This design comes from an exercise in tuning for a short achievable clock period and few clock cycles on the open sky130 flow, not from production work. Function was checked by simulation only, so behaviour that the tests miss may differ from the original. Power figures rest on the tool's default switching activity, not on a simulated workload.

## flow/run.sh

```bash
#!/bin/bash
# The standard layout (standard.sh: ORFS synthesis to final) with two
# layout settings changed; the clock, its period and the I/O constraints are
# the standard flow's, unchanged:
# - SETUP_SLACK_MARGIN: repair_timing works until the worst setup slack is
#   this many ns (or it can do no better);
# - BUFFER_PORTS_ARGS: every input and output port still gets a buffer, a
#   buf_4 instead of the default delay buffer.
# ORFS writes each step's full log under orfs/logs/; make's own output goes
# to orfs_make.log here.
set -euo pipefail
bash standard.sh SETUP_SLACK_MARGIN=6.5 "BUFFER_PORTS_ARGS=-buffer_cell sky130_fd_sc_hd__buf_4" finish > orfs_make.log 2>&1
```

## standard.sh

```bash
#!/bin/bash
# synth_recipe.tcl (not shown) runs the flow's synth.tcl, then flattens the netlist and writes it again
# the make line also repeats each setting of config.mk as NAME=value (left out here)
make -C /OpenROAD-flow-scripts/flow DESIGN_CONFIG=/design/flow/config.mk WORK_HOME=/design/flow/orfs CLKGATE_MAP_FILE= SYNTH_SCRIPT=/design/flow/synth_recipe.tcl "${@:-finish}"
```

## config.mk

```make
export PLATFORM = sky130hd
export DESIGN_NAME = RV32nexpo
export DESIGN_NICKNAME = RV32nexpo
export VERILOG_FILES = /design/flow/design.v
export SDC_FILE = /design/flow/constraint.sdc
export NUM_CORES = 4
export LEC_CHECK = 0
export ABC_CLOCK_PERIOD_IN_PS = 2500
export CAP_MARGIN = 20
export CORE_MARGIN = 2
export CORE_UTILIZATION = 50
export SLEW_MARGIN = 20
```

## constraint.sdc

```tcl
create_clock -name core_clock -period 10.0 [get_ports {clk}]
set_input_delay 2.0000 -clock core_clock [delete_from_list [all_inputs] [get_ports {clk}]]
set_output_delay 2.0000 -clock core_clock [all_outputs]
set_load 0.01 [all_outputs]
```

## design.v

```verilog
module ALU (
  input  [10:0] op,     
  input         sra,    
  input  [31:0] in1,
  input  [31:0] in2,
  input  [2:0]  funct3,  
  output [31:0] sum,     
  output [31:0] ALUout,
  output        branch
);
  wire        sum_co, minus_co;
  wire [31:0] minus;
  KSAdd #(.W(32)) add_u (.a(in1), .b(in2),  .cin(1'b0), .sum(sum),   .cout(sum_co));
  KSAdd #(.W(32)) sub_u (.a(in1), .b(~in2), .cin(1'b1), .sum(minus), .cout(minus_co));
  wire LTU = !minus_co;
  wire LT  = (in1[31] ^ in2[31]) ? in1[31] : LTU;
  wire EQ  = (in1 == in2);
  wire [31:0] sll = in1 << in2[4:0];
  wire [31:0] sr  = $signed({sra & in1[31], in1}) >>> in2[4:0];
  assign ALUout = ({32{op[0]}} & sum)
                | ({32{op[1]}} & minus[31:0])
                | ({32{op[2]}} & sll)
                | ({32{op[3]}} & {31'b0, LT})
                | ({32{op[4]}} & {31'b0, LTU})
                | ({32{op[5]}} & (in1 ^ in2))
                | ({32{op[6]}} & sr)
                | ({32{op[7]}} & (in1 | in2))
                | ({32{op[8]}} & (in1 & in2));
  reg br;
  always @(*) case (funct3)
    3'b000:  br = EQ;
    3'b001:  br = !EQ;
    3'b100:  br = LT;
    3'b101:  br = !LT;
    3'b110:  br = LTU;
    3'b111:  br = !LTU;
    default: br = 1'b0;
  endcase
  assign branch = br;
endmodule
module SumEq (
  input  [31:0] a,
  input  [31:0] b,
  input  [31:2] c,
  output        eq
);
  wire [1:0]  lo = a[1:0] + b[1:0];
  wire [31:0] nc = ~{c, lo};
  wire [31:0] x  = a ^ b ^ nc;
  wire [31:0] y  = {(a[30:0] & b[30:0]) | (a[30:0] & nc[30:0]) | (b[30:0] & nc[30:0]), 1'b0};
  assign eq = &(x ^ y);
endmodule
module KSAdd #(parameter W = 32) (
  input  [W-1:0] a,
  input  [W-1:0] b,
  input          cin,
  output [W-1:0] sum,
  output         cout
);
  localparam L = (W > 16) ? 5 : (W > 8) ? 4 : (W > 4) ? 3 : (W > 2) ? 2 : 1;   
  wire [W-1:0] p = a ^ b;
  wire [W-1:0] g = a & b;
  wire [W-1:0] G [0:L];
  wire [W-1:0] P [0:L];
  assign G[0] = {g[W-1:1], g[0] | (p[0] & cin)};
  assign P[0] = p;
  genvar l, i;
  generate
    for (l = 0; l < L; l = l + 1) begin : lvl
      for (i = 0; i < W; i = i + 1) begin : bit_
        if (i >= (1 << l)) begin : comb
          assign G[l+1][i] = G[l][i] | (P[l][i] & G[l][i - (1 << l)]);
          assign P[l+1][i] = P[l][i] & P[l][i - (1 << l)];
        end else begin : pass
          assign G[l+1][i] = G[l][i];
          assign P[l+1][i] = P[l][i];
        end
      end
    end
  endgenerate
  assign sum  = p ^ {G[L][W-2:0], cin};
  assign cout = G[L][W-1];
endmodule
module registros (
  input         clk,
  input  [4:0]  readReg1,
  input  [4:0]  readReg2,
  output [31:0] reg1,
  output [31:0] reg2,
  input  [4:0]  wr_reg,    
  input  [31:0] wr_data
);
  reg [31:0] WORKREG [1:31];
  assign reg1 = (readReg1 == 5'd0) ? 32'b0 : WORKREG[readReg1];
  assign reg2 = (readReg2 == 5'd0) ? 32'b0 : WORKREG[readReg2];
  always @(posedge clk)
    if (wr_reg != 5'd0)
      WORKREG[wr_reg] <= wr_data;
endmodule
module LoadfromMEM (
  input  [31:0] data_mem,    
  input  [31:0] other,       
  input         use_other,
  input  [3:0]  b0sel,       
  input         b1m1,        
  input         b1m3,        
  input         b1s,         
  input         b23m,        
  input         b23s,        
  input  [3:0]  sgsel,       
  output [31:0] data_readed
);
  wire sign = |(sgsel & {data_mem[31], data_mem[23], data_mem[15], data_mem[7]});
  assign data_readed[7:0]   = ({8{b0sel[0]}} & data_mem[7:0])
                            | ({8{b0sel[1]}} & data_mem[15:8])
                            | ({8{b0sel[2]}} & data_mem[23:16])
                            | ({8{b0sel[3]}} & data_mem[31:24])
                            | ({8{use_other}} & other[7:0]);
  assign data_readed[15:8]  = ({8{b1m1}} & data_mem[15:8])
                            | ({8{b1m3}} & data_mem[31:24])
                            | ({8{b1s & sign}})
                            | ({8{use_other}} & other[15:8]);
  assign data_readed[31:16] = ({16{b23m}} & data_mem[31:16])
                            | ({16{b23s & sign}})
                            | ({16{use_other}} & other[31:16]);
endmodule
module RV32nexpo (
  input rst,
  input clk,
  output error,
  output end_prog,
  input  [31:0] InstrData,
  output [31:0] InstrAddr,
  input  [31:0] mem_in,
  output [31:0] mem_out,
  output [31:0] mem_address,
  output [3:0]  mem_mask,
  output mem_read,
  output mem_write
);
  reg rst_r;
  always @(posedge clk) rst_r <= rst;
  reg [31:2] f_pc;       
  reg        i_v;        
  reg [31:2] i_pc;       
  reg        d_v;
  reg [31:0] d_ir;
  reg [31:2] d_pc;
  reg        halt_end, halt_err;
  reg        i_fp, d_fp;   
  reg [31:2] i_ptgt, d_ptgt, e_ptgt;   
  reg [15:0] bt_v;
  integer    bj;
  reg        be_en, be_val, bd_en;
  reg [31:2] be_pc, be_tgt, bd_pc, bd_tgt;
  reg [11:6] bt_tag [0:15];
  reg [31:2] bt_tgt [0:15];
  wire [3:0] F_idx = f_pc[5:2];
  wire       F_hit = bt_v[F_idx] & (bt_tag[F_idx] == f_pc[11:6]);
  wire [31:2] F_next = F_hit ? bt_tgt[F_idx] : f_pc + 30'd1;
  assign InstrAddr = {f_pc, 2'b00};
  assign end_prog  = halt_end;
  assign error     = halt_err;
  wire halted = halt_end | halt_err;
  wire [6:0] D_opcode = d_ir[6:0];
  wire [4:0] D_rd     = d_ir[11:7];
  wire [2:0] D_funct3 = d_ir[14:12];
  wire [4:0] D_rs1    = d_ir[19:15];
  wire [4:0] D_rs2    = d_ir[24:20];
  wire I_isLOAD   = (InstrData[6:0] == 7'b0000011);
  wire I_isFENCE  = (InstrData[6:0] == 7'b0001111);
  wire I_isALUimm = (InstrData[6:0] == 7'b0010011);
  wire I_isAUIPC  = (InstrData[6:0] == 7'b0010111);
  wire I_isSTORE  = (InstrData[6:0] == 7'b0100011);
  wire I_isALUreg = (InstrData[6:0] == 7'b0110011);
  wire I_isLUI    = (InstrData[6:0] == 7'b0110111);
  wire I_isBRANCH = (InstrData[6:0] == 7'b1100011);
  wire I_isJALR   = (InstrData[6:0] == 7'b1100111);
  wire I_isJAL    = (InstrData[6:0] == 7'b1101111);
  wire I_isSYSTEM = (InstrData[6:0] == 7'b1110011);
  wire I_f3zero   = (InstrData[14:12] == 3'b000);
  wire I_isEBREAK = I_isSYSTEM & I_f3zero & InstrData[20];
  wire I_isCSR    = I_isSYSTEM & !I_f3zero;
  wire I_isILL    = !(I_isLOAD | I_isFENCE | I_isALUimm | I_isAUIPC | I_isSTORE |
                      I_isALUreg | I_isLUI | I_isBRANCH | I_isJALR | I_isJAL |
                      I_isSYSTEM) | (I_isSYSTEM & I_f3zero & !InstrData[20]);
  wire I_use1 = I_isLOAD | I_isALUimm | I_isSTORE | I_isALUreg | I_isBRANCH |
                I_isJALR | (I_isCSR & !InstrData[14]);
  wire I_use2 = I_isSTORE | I_isALUreg | I_isBRANCH;
  wire I_wr   = I_isLOAD | I_isALUimm | I_isAUIPC | I_isALUreg | I_isLUI |
                I_isJAL | I_isJALR | I_isCSR;
  wire [4:0] I_rdw = I_wr ? InstrData[11:7] : 5'd0;
  wire [4:0] I_rs1u = I_use1 ? InstrData[19:15] : 5'd0;
  wire [4:0] I_rs2u = I_use2 ? InstrData[24:20] : 5'd0;
  reg  d_isLOAD, d_isFENCE, d_isALUimm, d_isAUIPC, d_isSTORE, d_isALUreg, d_isLUI, d_isBRANCH, d_isJALR, d_isJAL, d_isSYSTEM, d_isEBREAK, d_isCSR, d_isILL, d_use1, d_use2, d_wr;
  reg  [4:0] d_rdw, d_rs1u, d_rs2u;
  wire D_isLOAD = d_isLOAD;
  wire D_isFENCE = d_isFENCE;
  wire D_isALUimm = d_isALUimm;
  wire D_isAUIPC = d_isAUIPC;
  wire D_isSTORE = d_isSTORE;
  wire D_isALUreg = d_isALUreg;
  wire D_isLUI = d_isLUI;
  wire D_isBRANCH = d_isBRANCH;
  wire D_isJALR = d_isJALR;
  wire D_isJAL = d_isJAL;
  wire D_isSYSTEM = d_isSYSTEM;
  wire D_isEBREAK = d_isEBREAK;
  wire D_isCSR = d_isCSR;
  wire D_isILL = d_isILL;
  wire D_use1 = d_use1;
  wire D_use2 = d_use2;
  wire D_wr = d_wr;
  wire [4:0] D_rdw = d_rdw;
  wire [4:0] D_rs1u = d_rs1u;
  wire [4:0] D_rs2u = d_rs2u;
  wire [31:0] D_Iimm = {{21{d_ir[31]}}, d_ir[30:20]};
  wire [31:0] D_Simm = {{21{d_ir[31]}}, d_ir[30:25], d_ir[11:7]};
  wire [31:0] D_Bimm = {{20{d_ir[31]}}, d_ir[7], d_ir[30:25], d_ir[11:8], 1'b0};
  wire [31:0] D_Jimm = {{12{d_ir[31]}}, d_ir[19:12], d_ir[20], d_ir[30:21], 1'b0};
  wire [31:0] D_Uimm = {d_ir[31:12], 12'b0};
  wire [31:0] D_aimm = D_isSTORE ? D_Simm : D_Iimm;      
  wire [31:0]  I_Bimm = {{20{InstrData[31]}}, InstrData[7], InstrData[30:25], InstrData[11:8], 1'b0};
  wire [31:0]  I_Jimm = {{12{InstrData[31]}}, InstrData[19:12], InstrData[20], InstrData[30:21], 1'b0};
  reg  [11:0]  d_blo, d_jlo;                             
  wire [31:13] D_bhi = d_ir[31] ? (d_blo[11] ? d_pc[31:13] : d_pc[31:13] - 19'd1)
                                : (d_blo[11] ? d_pc[31:13] + 19'd1 : d_pc[31:13]);
  wire [31:13] D_jhi;
  wire        D_jhi_co, I_blo_co, I_jlo_co;
  KSAdd #(.W(19)) jhi_u (.a(d_pc[31:13]), .b({{12{d_ir[31]}}, d_ir[19:13]}), .cin(d_jlo[11]),
                         .sum(D_jhi), .cout(D_jhi_co));
  wire [10:0] I_blo, I_jlo;
  KSAdd #(.W(11)) blo_u (.a(i_pc[12:2]), .b(I_Bimm[12:2]), .cin(1'b0), .sum(I_blo), .cout(I_blo_co));
  KSAdd #(.W(11)) jlo_u (.a(i_pc[12:2]), .b(I_Jimm[12:2]), .cin(1'b0), .sum(I_jlo), .cout(I_jlo_co));
  wire [31:2]  D_jtgt  = {D_jhi, d_jlo[10:0]};           
  wire [31:2]  D_btgt  = {D_bhi, d_blo[10:0]};           
  wire [31:12] D_auhi  = d_pc[31:12] + d_ir[31:12];      
  wire [31:2]  D_tgt   = D_isJAL ? D_jtgt : D_btgt;
  wire [31:2]  D_link  = d_pc + 30'd1;                   
  wire D_brShort  = D_isBRANCH & !d_ir[31] & (d_ir[30:25] == 6'd0) & !d_ir[7] &
                    !d_ir[8] & (d_ir[11:9] != 3'd0) & (d_ir[11:9] <= 3'd4);
  wire [1:0] D_brK = d_ir[10:9] - 2'd1;    
  wire D_jalShort = D_isJAL & !d_ir[31] & (d_ir[30:24] == 7'd0) & (d_ir[19:12] == 8'd0) &
                    !d_ir[20] & !d_ir[21] & (d_ir[23:22] != 2'd0);
  wire [1:0] D_jalK = d_ir[23:22] - 2'd1;  
  wire [31:0] rf1, rf2;
  reg  [31:0] r_res;
  reg  [4:0]  r_rdw;
  registros reg32 (
    .clk(clk),
    .readReg1(D_rs1), .readReg2(D_rs2),
    .reg1(rf1), .reg2(rf2),
    .wr_reg(r_rdw), .wr_data(r_res));
  reg [4:0] e_rdw, m_rdw, w_rdw;
  reg       e_ld, m_ld, w_ld;
  reg       e_sq;    
  wire [4:0] e_rdwv = e_sq ? 5'd0 : e_rdw;
  wire       e_ldv  = e_ld & !e_sq;
  reg        e_isAUIPC, e_auz, e_isAdd;
  reg [31:0] e_a, e_b;
  reg [31:0] e_pres;
  wire        D_jrKnown = D_isJALR & e_isAUIPC & !e_sq & (D_rs1 != 5'd0) & (D_rs1 == e_rdw);
  wire [31:2] D_jrTgt   = e_pres[31:2] + D_Iimm[31:2];
  wire        D_jrShort = D_jrKnown & e_auz & !d_ir[31] & (d_ir[30:25] == 6'd0) &
                          (d_ir[21:20] == 2'd0) & (d_ir[24:22] >= 3'd2) & (d_ir[24:22] <= 3'd4);
  wire [1:0]  D_jrK = d_ir[23:22] - 2'd2;    
  wire D_predT = (D_isJAL & !D_jalShort) | (D_isBRANCH & d_ir[31]) | (D_jrKnown & !D_jrShort);
  wire        D_early = D_isBRANCH & d_ir[31] & (D_funct3[2:1] == 2'b00) & (D_rs2 == 5'd0) &
                        e_isAdd & !e_sq & (D_rs1 != 5'd0) & (D_rs1 == e_rdw);
  wire        E_zero  = ((e_a ^ e_b) == {e_a[30:0] | e_b[30:0], 1'b0});
  wire        D_earlyNT = D_early & !(D_funct3[0] ^ E_zero);   
  wire D_pred  = D_earlyNT ? 1'b0 : (d_fp | D_predT | D_jrShort);    
  reg [31:0] m_res, w_res;
  wire h1E = (D_rs1u != 5'd0) & (D_rs1u == e_rdwv);
  wire h1M = (D_rs1u != 5'd0) & (D_rs1u == m_rdw);
  wire h1W = (D_rs1u != 5'd0) & (D_rs1u == w_rdw);
  wire h1R = (D_rs1  != 5'd0) & (D_rs1  == r_rdw);
  wire h2E = (D_rs2u != 5'd0) & (D_rs2u == e_rdwv);
  wire h2M = (D_rs2u != 5'd0) & (D_rs2u == m_rdw);
  wire h2W = (D_rs2u != 5'd0) & (D_rs2u == w_rdw);
  wire h2R = (D_rs2  != 5'd0) & (D_rs2  == r_rdw);
  reg  [1:0] kill_cnt;    
  wire D_stall = d_v & (kill_cnt == 2'd0) & (((h1E | h2E) & e_ldv) | ((h1M | h2M) & m_ld));
  reg [3:0]  w_b0sel, w_sgsel;
  reg        w_b1m1, w_b1m3, w_b1s, w_b23m, w_b23s;
  wire [31:0] W_val;    
  LoadfromMEM load (
    .data_mem(mem_in), .other(w_res), .use_other(!w_ld),
    .b0sel(w_b0sel), .b1m1(w_b1m1), .b1m3(w_b1m3), .b1s(w_b1s),
    .b23m(w_b23m), .b23s(w_b23s), .sgsel(w_sgsel), .data_readed(W_val));
  wire [31:0] E_res;
  wire [31:0] D_rs1m = h1M ? m_res : h1R ? r_res : rf1;
  wire [31:0] D_rs2m = h2M ? m_res : h2R ? r_res : rf2;
  wire        D_bimm = !(D_isALUreg | D_isBRANCH);   
  wire [31:0] D_bm   = D_bimm ? D_aimm : D_rs2m;
  wire [31:0] D_rs1v = h1E ? E_res : (h1W & !h1M) ? W_val : D_rs1m;
  wire [31:0] D_rs2v = h2E ? E_res : (h2W & !h2M) ? W_val : D_rs2m;
  wire [31:0] D_bv   = (h2E & !D_bimm) ? E_res : (h2W & !h2M & !D_bimm) ? W_val : D_bm;
  wire D_aluop = D_isALUreg | D_isALUimm;
  wire D_alt   = D_isALUreg ? d_ir[30] : (d_ir[30] & D_funct3 == 3'b101);
  wire [8:0] D_op;
  assign D_op[0] = (D_aluop & D_funct3 == 3'b000 & !(D_isALUreg & d_ir[30])) | D_isLOAD | D_isSTORE;
  assign D_op[1] = D_aluop & D_funct3 == 3'b000 & D_isALUreg & d_ir[30];
  assign D_op[2] = D_aluop & D_funct3 == 3'b001;
  assign D_op[3] = D_aluop & D_funct3 == 3'b010;
  assign D_op[4] = D_aluop & D_funct3 == 3'b011;
  assign D_op[5] = D_aluop & D_funct3 == 3'b100;
  assign D_op[6] = D_aluop & D_funct3 == 3'b101;
  assign D_op[7] = D_aluop & D_funct3 == 3'b110;
  assign D_op[8] = D_aluop & D_funct3 == 3'b111;
  wire D_usePres = D_isLUI | D_isAUIPC | D_isJAL | D_isJALR;
  wire [31:0] D_pres = D_isLUI ? D_Uimm : D_isAUIPC ? {D_auhi, d_pc[11:2], 2'b00} : {D_link, 2'b00};
  wire [11:0] D_csr = d_ir[31:20];
  wire [4:0] D_csrsel;
  assign D_csrsel[0] = D_csr == 12'h800;
  assign D_csrsel[1] = D_csr == 12'hC00 || D_csr == 12'hC01;
  assign D_csrsel[2] = D_csr == 12'hC80 || D_csr == 12'hC81;
  assign D_csrsel[3] = D_csr == 12'hC02;
  assign D_csrsel[4] = D_csr == 12'hC82;
  reg        e_brShort;
  reg [1:0]  e_brK;
  reg        e_v, e_isBr, e_isJALR, e_isStore, e_pred, e_isCSR, e_usePres, e_sra;
  reg [8:0]  e_op;
  reg [4:0]  e_csrsel;
  reg [2:0]  e_f3;
  reg [4:0]  e_zimm;
  reg [31:0] e_s;
  reg [31:2] e_alt, e_pc, e_tgt;
  reg        e_fp, e_isJAL;
  wire [31:0] E_a = e_a;
  wire [31:0] E_b = e_b;
  wire [31:0] E_s = e_s;
  wire [31:0] E_sum, E_alu;
  wire        E_take;
  ALU alu (
    .op({2'b00, e_op}), .sra(e_sra), .in1(E_a), .in2(E_b), .funct3(e_f3),
    .sum(E_sum), .ALUout(E_alu), .branch(E_take));
  wire E_jalrEq;
  SumEq jalrcheck (.a(E_a), .b(E_b), .c(e_ptgt), .eq(E_jalrEq));
  wire E_jalrOk   = e_pred & E_jalrEq;
  wire E_fpMis    = !e_sq & e_fp & ((e_isBr & E_take) | e_isJAL) & (e_ptgt != e_tgt);
  wire E_redirect = (!e_sq & ((e_isBr & !e_brShort & (E_take ^ e_pred)) | (e_isJALR & !E_jalrOk))) | E_fpMis;
  wire E_skip     = !e_sq & e_isBr & e_brShort & E_take & (e_brK != 2'd0);   
  wire [31:2] E_target = e_isJALR ? E_sum[31:2] : e_alt;
  wire E_btIns = !e_sq & ((e_isBr & !e_pred & E_take) | (e_isJALR & !E_jalrOk));
  wire E_btDel = (!e_sq & e_isBr & e_pred & !E_take) | E_fpMis;
  reg [63:0] cycle, instret;
  reg [31:0] PWM_;
  wire [31:0] E_csrv = ({32{e_csrsel[0]}} & PWM_)
                     | ({32{e_csrsel[1]}} & cycle[31:0])
                     | ({32{e_csrsel[2]}} & cycle[63:32])
                     | ({32{e_csrsel[3]}} & instret[31:0])
                     | ({32{e_csrsel[4]}} & instret[63:32]);
  wire [31:0] E_csrsrc = e_f3[2] ? {27'b0, e_zimm} : E_a;
  wire [31:0] E_csrnew = (e_f3[1:0] == 2'b01) ? E_csrsrc
                       : (e_f3[1:0] == 2'b10) ? (PWM_ | E_csrsrc)
                       :                        (PWM_ & ~E_csrsrc);
  assign E_res = E_alu
                    | ({32{e_usePres}} & e_pres)
                    | ({32{e_isCSR}} & E_csrv);
  wire [31:0] E_sdata = e_f3[1] ? E_s : e_f3[0] ? {2{E_s[15:0]}} : {4{E_s[7:0]}};
  wire [3:0]  E_smask = e_f3[1] ? 4'b1111
                      : e_f3[0] ? (E_sum[1] ? 4'b1100 : 4'b0011)
                      : (4'b0001 << E_sum[1:0]);
  reg [31:2] m_addr;
  reg [31:0] m_sdata;
  reg [3:0]  m_mask;
  reg        m_rd, m_wr;
  reg [2:0]  m_f3;
  reg [1:0]  m_lo;
  assign mem_address = {m_addr, 2'b00};
  assign mem_out     = m_sdata;
  assign mem_mask    = m_mask;
  assign mem_read    = m_rd;
  assign mem_write   = m_wr;
  reg         r_redir, rd_redir;
  reg  [31:2] r_tgt, rd_tgt, r_tgtB;
  reg         r_useB;
  wire D_go   = d_v & !D_stall & !halted & !r_redir & !rd_redir & (kill_cnt == 2'd0);
  wire D_kill = kill_cnt != 2'd0;
  wire D_halt = D_go & !E_redirect & !E_skip & (D_isEBREAK | D_isILL);
  wire D_pass = D_go & !(D_isEBREAK | D_isILL);
  wire D_fpbad = d_fp & (D_kill | !(D_isBRANCH | D_isJAL | D_isJALR));
  wire D_fastC = d_v & !D_kill & ((!d_fp & ((D_isJAL & !D_jalShort) | (D_isBRANCH & d_ir[31] & !D_earlyNT))) |
                                  (d_fp & D_earlyNT));
  wire D_fast  = D_fastC & !r_redir & !rd_redir & !D_stall;
  wire D_redir = d_v & (D_fpbad | (D_jrKnown & !D_jrShort & !d_fp & !D_kill));
  wire [31:2] D_rtgt = d_fp ? D_link : D_jrTgt;
  wire E_recover = E_skip & d_v & !D_stall & (D_redir | D_fastC | d_fp);
  wire        F_alt   = rst | r_redir | rd_redir | (D_stall & i_v) | D_fast;
  wire [31:2] F_altpc = rst ? 30'd0 : r_redir ? (r_useB ? r_tgtB : r_tgt) : rd_redir ? rd_tgt :
                        D_fast ? (D_earlyNT ? D_link : D_tgt) : i_pc;
  always @(posedge clk) begin
    f_pc <= F_alt ? F_altpc : F_next;
    if (rst | r_redir | rd_redir | D_fast) begin
      i_v  <= 1'b0;
      d_v  <= 1'b0;
    end else if (D_stall) begin
      i_v  <= !i_v;             
    end else begin
      i_v  <= 1'b1;
      d_v  <= i_v & !halted;
    end
    i_pc <= f_pc;
    i_fp <= F_hit;
    i_ptgt <= bt_tgt[F_idx];
    r_redir <= !rst_r & (E_redirect | E_recover);
    rd_redir <= !rst_r & d_v & !r_redir & !rd_redir & !D_stall & D_redir;
    rd_tgt   <= D_rtgt;
    r_tgt   <= (e_isBr & e_brShort) ? D_link : E_target;   
    r_tgtB  <= e_tgt;
    r_useB  <= E_fpMis;
    if (!D_stall) begin
      d_ir <= InstrData;
      d_isLOAD <= I_isLOAD;
      d_isFENCE <= I_isFENCE;
      d_isALUimm <= I_isALUimm;
      d_isAUIPC <= I_isAUIPC;
      d_isSTORE <= I_isSTORE;
      d_isALUreg <= I_isALUreg;
      d_isLUI <= I_isLUI;
      d_isBRANCH <= I_isBRANCH;
      d_isJALR <= I_isJALR;
      d_isJAL <= I_isJAL;
      d_isSYSTEM <= I_isSYSTEM;
      d_isEBREAK <= I_isEBREAK;
      d_isCSR <= I_isCSR;
      d_isILL <= I_isILL;
      d_use1 <= I_use1;
      d_use2 <= I_use2;
      d_wr <= I_wr;
      d_rdw <= I_rdw;
      d_rs1u <= I_rs1u;
      d_rs2u <= I_rs2u;
      d_pc <= i_pc;
      d_fp <= i_fp;
      d_blo <= {I_blo_co, I_blo};
      d_jlo <= {I_jlo_co, I_jlo};
      d_ptgt <= i_ptgt;
    end
    be_en  <= !rst_r & (E_btIns | E_btDel);
    be_val <= E_btIns;
    be_pc  <= e_pc;
    be_tgt <= E_target;
    bd_en  <= !rst_r & d_v & !d_fp & (D_isJAL | (D_isBRANCH & d_ir[31] & !D_earlyNT) | D_jrKnown);
    bd_pc  <= d_pc;
    bd_tgt <= D_isJALR ? D_jrTgt : D_tgt;
    if (be_en) begin
      bt_tag[be_pc[5:2]] <= be_pc[11:6];
      bt_tgt[be_pc[5:2]] <= be_tgt;
    end else if (bd_en) begin
      bt_tag[bd_pc[5:2]] <= bd_pc[11:6];
      bt_tgt[bd_pc[5:2]] <= bd_tgt;
    end
    for (bj = 0; bj < 16; bj = bj + 1)
      if (rst_r)
        bt_v[bj] <= 1'b0;
      else if (be_en ? (be_pc[5:2] == bj) : (bd_en & (bd_pc[5:2] == bj)))
        bt_v[bj] <= be_en ? be_val : 1'b1;
    e_a     <= D_rs1v;
    e_b     <= D_bv;
    e_s     <= D_rs2v;
    e_pres  <= D_pres;
    e_alt   <= D_pred ? D_link : D_btgt;
    e_pred  <= D_pred;
    e_pc    <= d_pc;
    e_tgt   <= D_tgt;
    e_fp    <= d_fp;
    e_ptgt  <= d_fp ? d_ptgt : D_jrShort ? d_pc + {28'd0, D_jrK} + 30'd1 : D_jrTgt;
    e_op    <= D_op;
    e_sra   <= D_alt;
    e_f3    <= D_funct3;
    e_zimm  <= D_rs1;
    e_csrsel <= D_csrsel;
    e_usePres <= D_usePres;
    e_isCSR <= D_isCSR;
    if (rst_r | !D_pass) begin
      e_v       <= 1'b0;
      e_isBr    <= 1'b0;
      e_isJALR  <= 1'b0;
      e_isJAL   <= 1'b0;
      e_isAUIPC <= 1'b0;
      e_auz     <= 1'b0;
      e_isAdd   <= 1'b0;
      e_isStore <= 1'b0;
      e_ld      <= 1'b0;
      e_rdw     <= 5'd0;
    end else begin
      e_v       <= 1'b1;
      e_isBr    <= D_isBRANCH;
      e_isJALR  <= D_isJALR;
      e_isJAL   <= D_isJAL;
      e_isAUIPC <= D_isAUIPC;
      e_auz     <= D_isAUIPC & (d_ir[31:12] == 20'd0);
      e_isAdd   <= D_aluop & D_op[0];
      e_isStore <= D_isSTORE;
      e_ld      <= D_isLOAD;
      e_rdw     <= D_rdw;
    end
    e_sq <= !rst_r & (E_redirect | E_skip);
    if (rst_r | E_redirect)
      kill_cnt <= 2'd0;
    else if (E_skip)
      kill_cnt <= e_brK - {1'b0, d_v & !D_stall};
    else if (kill_cnt != 2'd0)
      kill_cnt <= kill_cnt - {1'b0, d_v & !halted & !r_redir & !rd_redir};
    else if (D_pass & !d_fp & (D_jalShort | D_jrShort))
      kill_cnt <= D_jalShort ? D_jalK : D_jrK;
    e_brShort <= D_brShort & !d_fp;
    e_brK     <= D_brK;
    if (rst_r) begin
      halt_end <= 1'b0;
      halt_err <= 1'b0;
    end else if (D_halt) begin
      halt_end <= D_isEBREAK;
      halt_err <= D_isILL;
    end
    m_res   <= E_res;
    m_addr  <= E_sum[31:2];
    m_lo    <= E_sum[1:0];
    m_sdata <= E_sdata;
    m_mask  <= E_smask;
    m_f3    <= e_f3;
    if (rst_r) begin
      m_rd  <= 1'b0;
      m_wr  <= 1'b0;
      m_ld  <= 1'b0;
      m_rdw <= 5'd0;
    end else begin
      m_rd  <= e_ldv;
      m_wr  <= e_isStore & !e_sq;
      m_ld  <= e_ldv;
      m_rdw <= e_rdwv;
    end
    w_res <= m_res;
    w_b0sel <= !m_ld ? 4'b0000 : m_f3[1] ? 4'b0001 : m_f3[0] ? (m_lo[1] ? 4'b0100 : 4'b0001)
                                                             : (4'b0001 << m_lo);
    w_b1m1  <= m_ld & (m_f3[1] | (m_f3[0] & !m_lo[1]));
    w_b1m3  <= m_ld & !m_f3[1] & m_f3[0] & m_lo[1];
    w_b1s   <= m_ld & !m_f3[1] & !m_f3[0];
    w_b23m  <= m_ld & m_f3[1];
    w_b23s  <= m_ld & !m_f3[1];
    w_sgsel <= (!m_ld | m_f3[1] | m_f3[2]) ? 4'b0000
             : m_f3[0] ? (m_lo[1] ? 4'b1000 : 4'b0010)
             :           (4'b0001 << m_lo);
    w_ld  <= m_ld;
    w_rdw <= rst_r ? 5'd0 : m_rdw;
    r_res <= W_val;
    r_rdw <= rst_r ? 5'd0 : w_rdw;
    if (rst_r) begin
      PWM_    <= 32'b0;
      cycle   <= 64'b0;
      instret <= 64'b0;
    end else begin
      cycle <= cycle + 64'd1;
      if (e_v & !e_sq) instret <= instret + 64'd1;
      if (e_v & !e_sq & e_isCSR & e_csrsel[0] & (e_f3[1] | (e_zimm != 5'd0))) PWM_ <= E_csrnew;
    end
  end
endmodule
```

==> run summary <==
==> power by group through the flow <==
stage | clock (W) | combinational [W] | sequential, W
after CTS | 0.0112 | 0.00462 | 0.0126
after floorplan | 0 | 0.00237 | 0.0126
after global placement | 0 | 0.00400 | 0.0129
after detailed placement | 0 | 0.00400 | 0.0129
after global routing | 0.0116 | 0.00520 | 0.0126
final | 0.0111 | 0.00506 | 0.0126
==> layout make-up <==
type	count	area (sq um)	area share, %
Sequential cell	2624	69900	47.5
Tap cell	3312	4140	2.81
Inverter	258	1030	0.701
Multi-Input combinational cell	5691	54300	36.8
Clock inverter	128	1410	0.959
Timing Repair inverter	4	35.0	0.0238
Timing Repair Buffer	771	8030	5.45
Antenna cell	21	52.6	0.0357
Clock buffer	401	8360	5.68
==> what timing repair did <==
action,CTS,global route
resized for setup,577,258
setup endpoints to repair,608,233
setup buffers,209,149
gates cloned,42,11
pin swaps,72,93
==> critical path: cells and delay by family (launching register included) <==
| family | cells | cell delay (ns) |
|---|---|---|
| flops | 1 | 0.39 |
| compound gates | 5 | 1.55 |
| fa+ha+maj | 1 | 0.28 |
| xor+xnor | 1 | 0.16 |
| simple gates | 2 | 0.81 |
| buf+inv | 3 | 0.39 |
==> cell usage after synthesis (74+ instances only) <==
library cell | count | area (sq um)
a211oi_1 | 160 | 1200
clkbuf_1 | 452 | 1700
xnor2_1 | 253 | 2220
mux4_2 | 799 | 18000
edfxtp_1 | 1705 | 51200
mux2_2 | 184 | 2070
o21ai_0 | 371 | 1860
nand3_1 | 94 | 470
buf_2 | 82 | 410
xor2_1 | 207 | 1810
inv_1 | 256 | 961
ha_1 | 184 | 2300
nand2_1 | 584 | 2190
buf_1 | 89 | 334
mux2i_1 | 281 | 2810
a21oi_1 | 450 | 2250
dfxtp_1 | 919 | 18400
and2_1 | 74 | 463
nor2_1 | 677 | 2540
a221oi_1 | 83 | 727
nor3_1 | 123 | 616
nand4_1 | 74 | 463
==> through the flow <==
stage	util (%)	setup slack, ns	instance area (sq um)	cells
after floorplan	-	6.10	124000	9213
after global placement	52.4	4.46	129000	12248
after detailed placement	52.4	4.51	129000	12249
after CTS	58.6	6.31	144000	13029
after global routing	59.8	6.29	147000	13200
final	59.8	6.32	147000	13210
==> cell families after synthesis <==
| kind of cell | Yosys count | synth area share (%) |
|---|---|---|
| other | 1 | 0.00302 |
| AO/OA/AOI/OAI | 1729 | 9.29 |
| multiplexers | 1264 | 18.4 |
| XOR/XNOR | 460 | 3.25 |
| buffers and inverters | 903 | 2.90 |
| adder cells (fa/ha/maj) | 222 | 2.47 |
| flip-flops | 2624 | 56.1 |
| AND/OR/NAND/NOR | 2007 | 7.54 |
==> how the worst min path moves through the flow <==
stage,to,slack (ns)
after floorplan,e_isCSR,0.32
after global placement,e_isCSR,0.33
after detailed placement,e_isCSR,0.33
after CTS,be_pc[8],0.31
after global routing,be_pc[8],0.33
final,be_pc[8],0.31
==> metal layers <==
layer  GRT usage (%)  vias up  routed length, um  part of all wire [%]
met3            8.00     1167              49200                    10
met2            55.0     5394             210000                    44
met4            20.8       16              31800                   6.7
met5               0        -                100                 0.021
li1                -    36476                  -                     -
met1            50.1    45426             183000                    39
==> sequential cells by signal, summed over array words and instances (netlist names), 32 cells and up, named ones only <==
register       flops
bt_tag            96
bt_tgt           480
cycle             64
e_a               32
e_b               32
e_s               32
instret           64
m_res             32
m_sdata           32
r_res             32
reg32.WORKREG    992
w_res             32
==> impl_metrics.toml <==
[outcome]
status = "no timing/DRC/antenna violations"

[logic_synthesis]
ys_seq_area_share_pct = 56.1
ys_seq_elements = 2624
synth.distinct_cells = 90
async_flop_share_pct = 0
syn_area_sq_mm = 0.124
avgSynthCellArea_sq_um = 13.5
yosys_warnings = 6
synth-main-ff-cell = "edfxtp_1"
synth-edff-count = 1705
synth_cells = 9210

[timing]
fmax_mhz = 271
worst_pin_slew_ns = 1.21
setup_viol = 0
fin_crit_sh_pct = 36.8
rsz0062_at_grt = "yes"
tns_ns = 0
max-slew-margin-rel_pct = 19.6
timing.hold.ws_ns = 0.310
min_period_ns = 3.68
maxSlewViolCount = 0
hold_viol = 0
finClkSkew_ns = 0.108

[finish]
drive_above_1_share_pct = 28.4
nets = 9939
area_delta_synth_final_pct = 18.7
nFillCells = 19194
final_common_cell = "edfxtp_1"
layout_common_cells = "edfxtp_1, dfxtp_1, mux4_2"

[worst_setup_path]
r2r_setup_slack_ns = 6.32
r2r_cells = 12
startpoint_type = "flip-flop"
slowest_delay_ns = 0.49
path_max_fanout = 6
r2r_end = "f_pc[12]"
cp-startpoint = "e_a[27]"
path_cells = "inv_4 -> ha_4 -> xnor2_4 -> nor4_4 -> nand4_1 -> o21a_1 -> o31a_1 -> o2111a_2 -> buf_12 -> a211o_4 -> buf_16 -> a31o_2"
critPathKind = "reg -> reg"
end_kind = "flip-flop"
worstReg2RegStart = "e_a[27]"
endpoint = "f_pc[12]"
crit_slowest_cell = "nor4_4"
critPathRequiredTime_ns = 10.82
worstPathArrival_ns = 4.50

[route]
drc = 0
wirelength_um = 474000
drtPass1Iterations = 8
viasPerCell = 6.70
vias = 88479
wl_per_cell_um = 35.9
initialDrtViolationCount = 12105
antenna_left = 0

[floorplan]
start_util_pct = 50.3
core_sq_mm = 0.246
die_w_um = 502
fp.dieH_um = 502
io_pins = 170
fp-row-count = 182
die-area_sq_mm = 0.252

[run]
drv_cap = 0

[global_route]
grt_max_degree = 100
antenna_found_initial = 36
grt_overflow = 0
track_usage_pct = 36.8
grt_first_pass_wirelength_um = 652000
grt_pass1_vias = 84388

[clock_network]
clkSlewWorstSetupHoldPaths_ns = 0.06
cts_buffers = 301
cts_tree = "done"
cts_hold_buf = 0
htreeDepth = 5
clockBufferDepth = 4
numClockSinks = 2624
clockRootBuffer = "clkbuf_16"
clk-insertion-delay-late_ns = 0.98

[pwr]
comb_power_share_pct = 17.6
ir_drop_mv = 0.166
intPower_w = 0.0206
p_sw_w = 0.00812
clkPwrFrac_pct = 38.5
p_seq_share_pct = 43.8
cellPowerDensity_mw_per_mm2 = 195
switching_share_pct = 28.2
p_leak_nw = 52.5
p_total_w = 0.0288

[placement]
place_congestion = 1.02
io_buffers = 165
dp_hpwl_um = 298000

[min_path]
hp-class = "reg -> reg"
min_delay_path_depth = 0
hp-start = "bd_pc[8]"
Testbench counts, summed over its fixed seeds: cycles 27,897.

## re-timing with driven ports
Ports are ideal in the flow. The routed layout listed here was re-timed in OpenROAD. Step 1, drivers: a clkbuf_16 drives clk and a buf_2 each remaining input, both assumed. Step 2 times the ports against the registers' clock, not the clock port: input delays grow and output delays shrink by t, the midpoint of the rising clock arrivals with the driver on. Three values: no drivers, after step 1, after step 2; two values: the first two.
shift t [ns]: 1.035
slack for setup (ns): 6.317 / 6.242 / 5.467
worst setup path after step 2: input to register
clock arrival spread, ns: 0.117 / 0.118
pins driven straight from the clock port: 1
After both steps setup and hold are still met in this run. The setup slack of this run moves by -0.075 ns with the drivers and by -0.850 ns with both steps.
